This is an optimization exercise on Yosys and OpenROAD, whose aim is small area, not a production implementation.
In this exercise RTL edits were held to simulation tests only and were not proved equivalent to the original.
No activity file was given, so power comes from the tool's default toggle rates.

Design TopDesign, start of the top module:
module TopDesign
    (
    input logic clk,
    input logic rst,
    input logic [15:0] swIns,
    input logic [4:0] debouncer,
    output logic [15:0] insLed,
    output logic [6:0] seg,
    output logic dp,
    output logic [3:0] an
    );
Size in the first run: ~1,200 cells after synthesis.
==> flow/config.mk <==
export PLATFORM = sky130hd
export DESIGN_NAME = TopDesign
export DESIGN_NICKNAME = TopDesign
export VERILOG_FILES = /design/flow/design.v
export SDC_FILE = /design/flow/constraint.sdc
export NUM_CORES = 4
export LEC_CHECK = 0
export CAP_MARGIN = 20
export CORE_MARGIN = 2
export CORE_UTILIZATION = 65
export SLEW_MARGIN = 20
export SYNTH_HIERARCHICAL = 1
==> flow/constraint.sdc <==
create_clock -name core_clock -period 10.0 [get_ports {clk}]
set_input_delay 2.0000 -clock core_clock [delete_from_list [all_inputs] [get_ports {clk}]]
set_output_delay 2.0000 -clock core_clock [all_outputs]
set_load 0.01 [all_outputs]
standard.sh (not shown) runs the stock make flow with config.mk's settings and CLKGATE_MAP_FILE= SYNTH_SCRIPT=/design/flow/synth_recipe.tcl, a recipe that flattens the netlist after the stock synthesis.
==> flow/flow/run.sh <==
#!/bin/bash
# Layout flow: the standard flow (standard.sh) with these changes.
#  Synthesis: ORFS's synth.tcl with two edits, made here with sed:
#   - Yosys's extract_fa (half/full adder extraction) only runs on the
#     FullAdd module, so the rest of the logic is left to ABC;
#   - ABC uses flow/abc_area.script (area-oriented mapping) instead of
#     ORFS's speed script.
#   Everything else (synth_recipe.tcl's -nofsm -noshare, flatten and renames,
#   the register mapping) is unchanged, so the registers are the standard
#   synthesis's.
#  Placement: port buffers use the smallest buffer cell, buf_1.
#  CTS: clkbuf_4 clock buffers, leaf clusters of up to 10 sinks within
#   35 um, no dummy loads.
set -euo pipefail
W=$PWD
sed -e 's|^  extract_fa {\*}\[dont_use_extract_fa_args\]$|  extract_fa {*}[dont_use_extract_fa_args] FullAdd|' \
    -e 's|^  log_cmd abc {\*}\$abc_args$|  lset abc_args 1 '"$W"'/flow/abc_area.script\n  log_cmd abc {*}$abc_args|' \
    "$FLOW_HOME/scripts/synth.tcl" > own_synth.tcl
grep -q 'extract_fa {\*}\[dont_use_extract_fa_args\] FullAdd' own_synth.tcl
grep -q 'flow/abc_area.script' own_synth.tcl
sed -e "s|^source \$::env(SCRIPTS_DIR)/synth.tcl$|source $W/own_synth.tcl|" synth_recipe.tcl > own_synth_recipe.tcl
grep -q own_synth.tcl own_synth_recipe.tcl
sed -e "s|SYNTH_SCRIPT=[^ ]*|SYNTH_SCRIPT=$W/own_synth_recipe.tcl|" standard.sh > own_standard.sh
grep -q own_synth_recipe.tcl own_standard.sh
bash own_standard.sh \
  "BUFFER_PORTS_ARGS=-buffer_cell sky130_fd_sc_hd__buf_1" \
  "CTS_ARGS=-sink_clustering_enable -repair_clock_nets -dont_use_dummy_load -sink_clustering_size 10 -sink_clustering_max_diameter 50 -buf_list sky130_fd_sc_hd__clkbuf_4" \
  finish > standard.log 2>&1
==> flow/flow/abc_area.script <==
&get -n
&st
&dch
&nf -R 1000
&st
&syn2
&dch
&nf -R 1000
&put
topo
stime -c
dnsize -c
Next try:
--- a/flow/flow/run.sh
+++ b/flow/flow/run.sh
@@ -10,6 +10,5 @@
 #   synthesis's.
 #  Placement: port buffers use the smallest buffer cell, buf_1.
-#  CTS: clkbuf_4 clock buffers, leaf clusters of up to 10 sinks within
-#   35 um, no dummy loads.
+#  CTS: clkbuf_16 leaf clusters of up to 28 sinks, no dummy loads.
 set -euo pipefail
 W=$PWD
@@ -25,4 +24,4 @@
 bash own_standard.sh \
   "BUFFER_PORTS_ARGS=-buffer_cell sky130_fd_sc_hd__buf_1" \
-  "CTS_ARGS=-sink_clustering_enable -repair_clock_nets -dont_use_dummy_load -sink_clustering_size 10 -sink_clustering_max_diameter 50 -buf_list sky130_fd_sc_hd__clkbuf_4" \
+  "CTS_ARGS=-sink_clustering_enable -repair_clock_nets -dont_use_dummy_load -buf_list sky130_fd_sc_hd__clkbuf_4" \
   finish > standard.log 2>&1
The changed run completed without violations.
Worst setup slack gains 0.058 ns.
Combinational power stays flat.
Clock power rises by 39%.
Final area rises by 2.0%.
Fmax rises by 0.93%.
Core utilization rises by 1.4 points.
Routed wire length rises by 1.6%.
Non-clock buffer count stays the same.
Die area stays the same.
Next try:
--- a/flow/flow/run.sh
+++ b/flow/flow/run.sh
@@ -10,5 +10,6 @@
 #   synthesis's.
 #  Placement: port buffers use the smallest buffer cell, buf_1.
-#  CTS: clkbuf_16 leaf clusters of up to 28 sinks, no dummy loads.
+#  CTS: clkbuf_4 clock buffers, leaf clusters of up to 10 sinks within
+#   35 um, no dummy loads.
 set -euo pipefail
 W=$PWD
@@ -24,4 +25,4 @@
 bash own_standard.sh \
   "BUFFER_PORTS_ARGS=-buffer_cell sky130_fd_sc_hd__buf_1" \
-  "CTS_ARGS=-sink_clustering_enable -repair_clock_nets -dont_use_dummy_load -buf_list sky130_fd_sc_hd__clkbuf_4" \
+  "CTS_ARGS=-sink_clustering_enable -repair_clock_nets -dont_use_dummy_load -sink_clustering_size 11 -sink_clustering_max_diameter 30 -buf_list sky130_fd_sc_hd__clkbuf_4" \
   finish > standard.log 2>&1
Effect: Worst hold slack improves by 0.0053 ns. Global-route usage falls by 0.23 points. Area after synthesis stays the same. Non-clock buffer count stays the same. Final cell count falls by 1.7%. Die area does not change.

## separate check: timing with driven ports
No port has a modelled driver above. Below, the same layouts with a new extraction and two added sets of constraints.
Step 1: set_driving_cell puts a clkbuf_16 on clk and a buf_2 on each other input, an assumption about the parent block.
Step 2 also shifts input and output timing later by t, the mid clock arrival at the registers, as if the neighbouring blocks saw the same clock.
a / b / c = ideal / step 1 / step 2; a / b = the first two.
| run | t, ns | setup slack, ns | worst setup path at the end | worst slew at a driven data input, ns |
|---|---|---|---|---|
| the first run | 0.680 | 3.707 / 3.707 / 3.707 | register to register | 0.04 |
| the second run | 0.693 | 3.765 / 3.765 / 3.765 | register to register | 0.04 |
| the third run | 0.720 | 3.726 / 3.726 / 3.726 | register to register | 0.04 |
After both steps setup and hold are still met in every run listed.
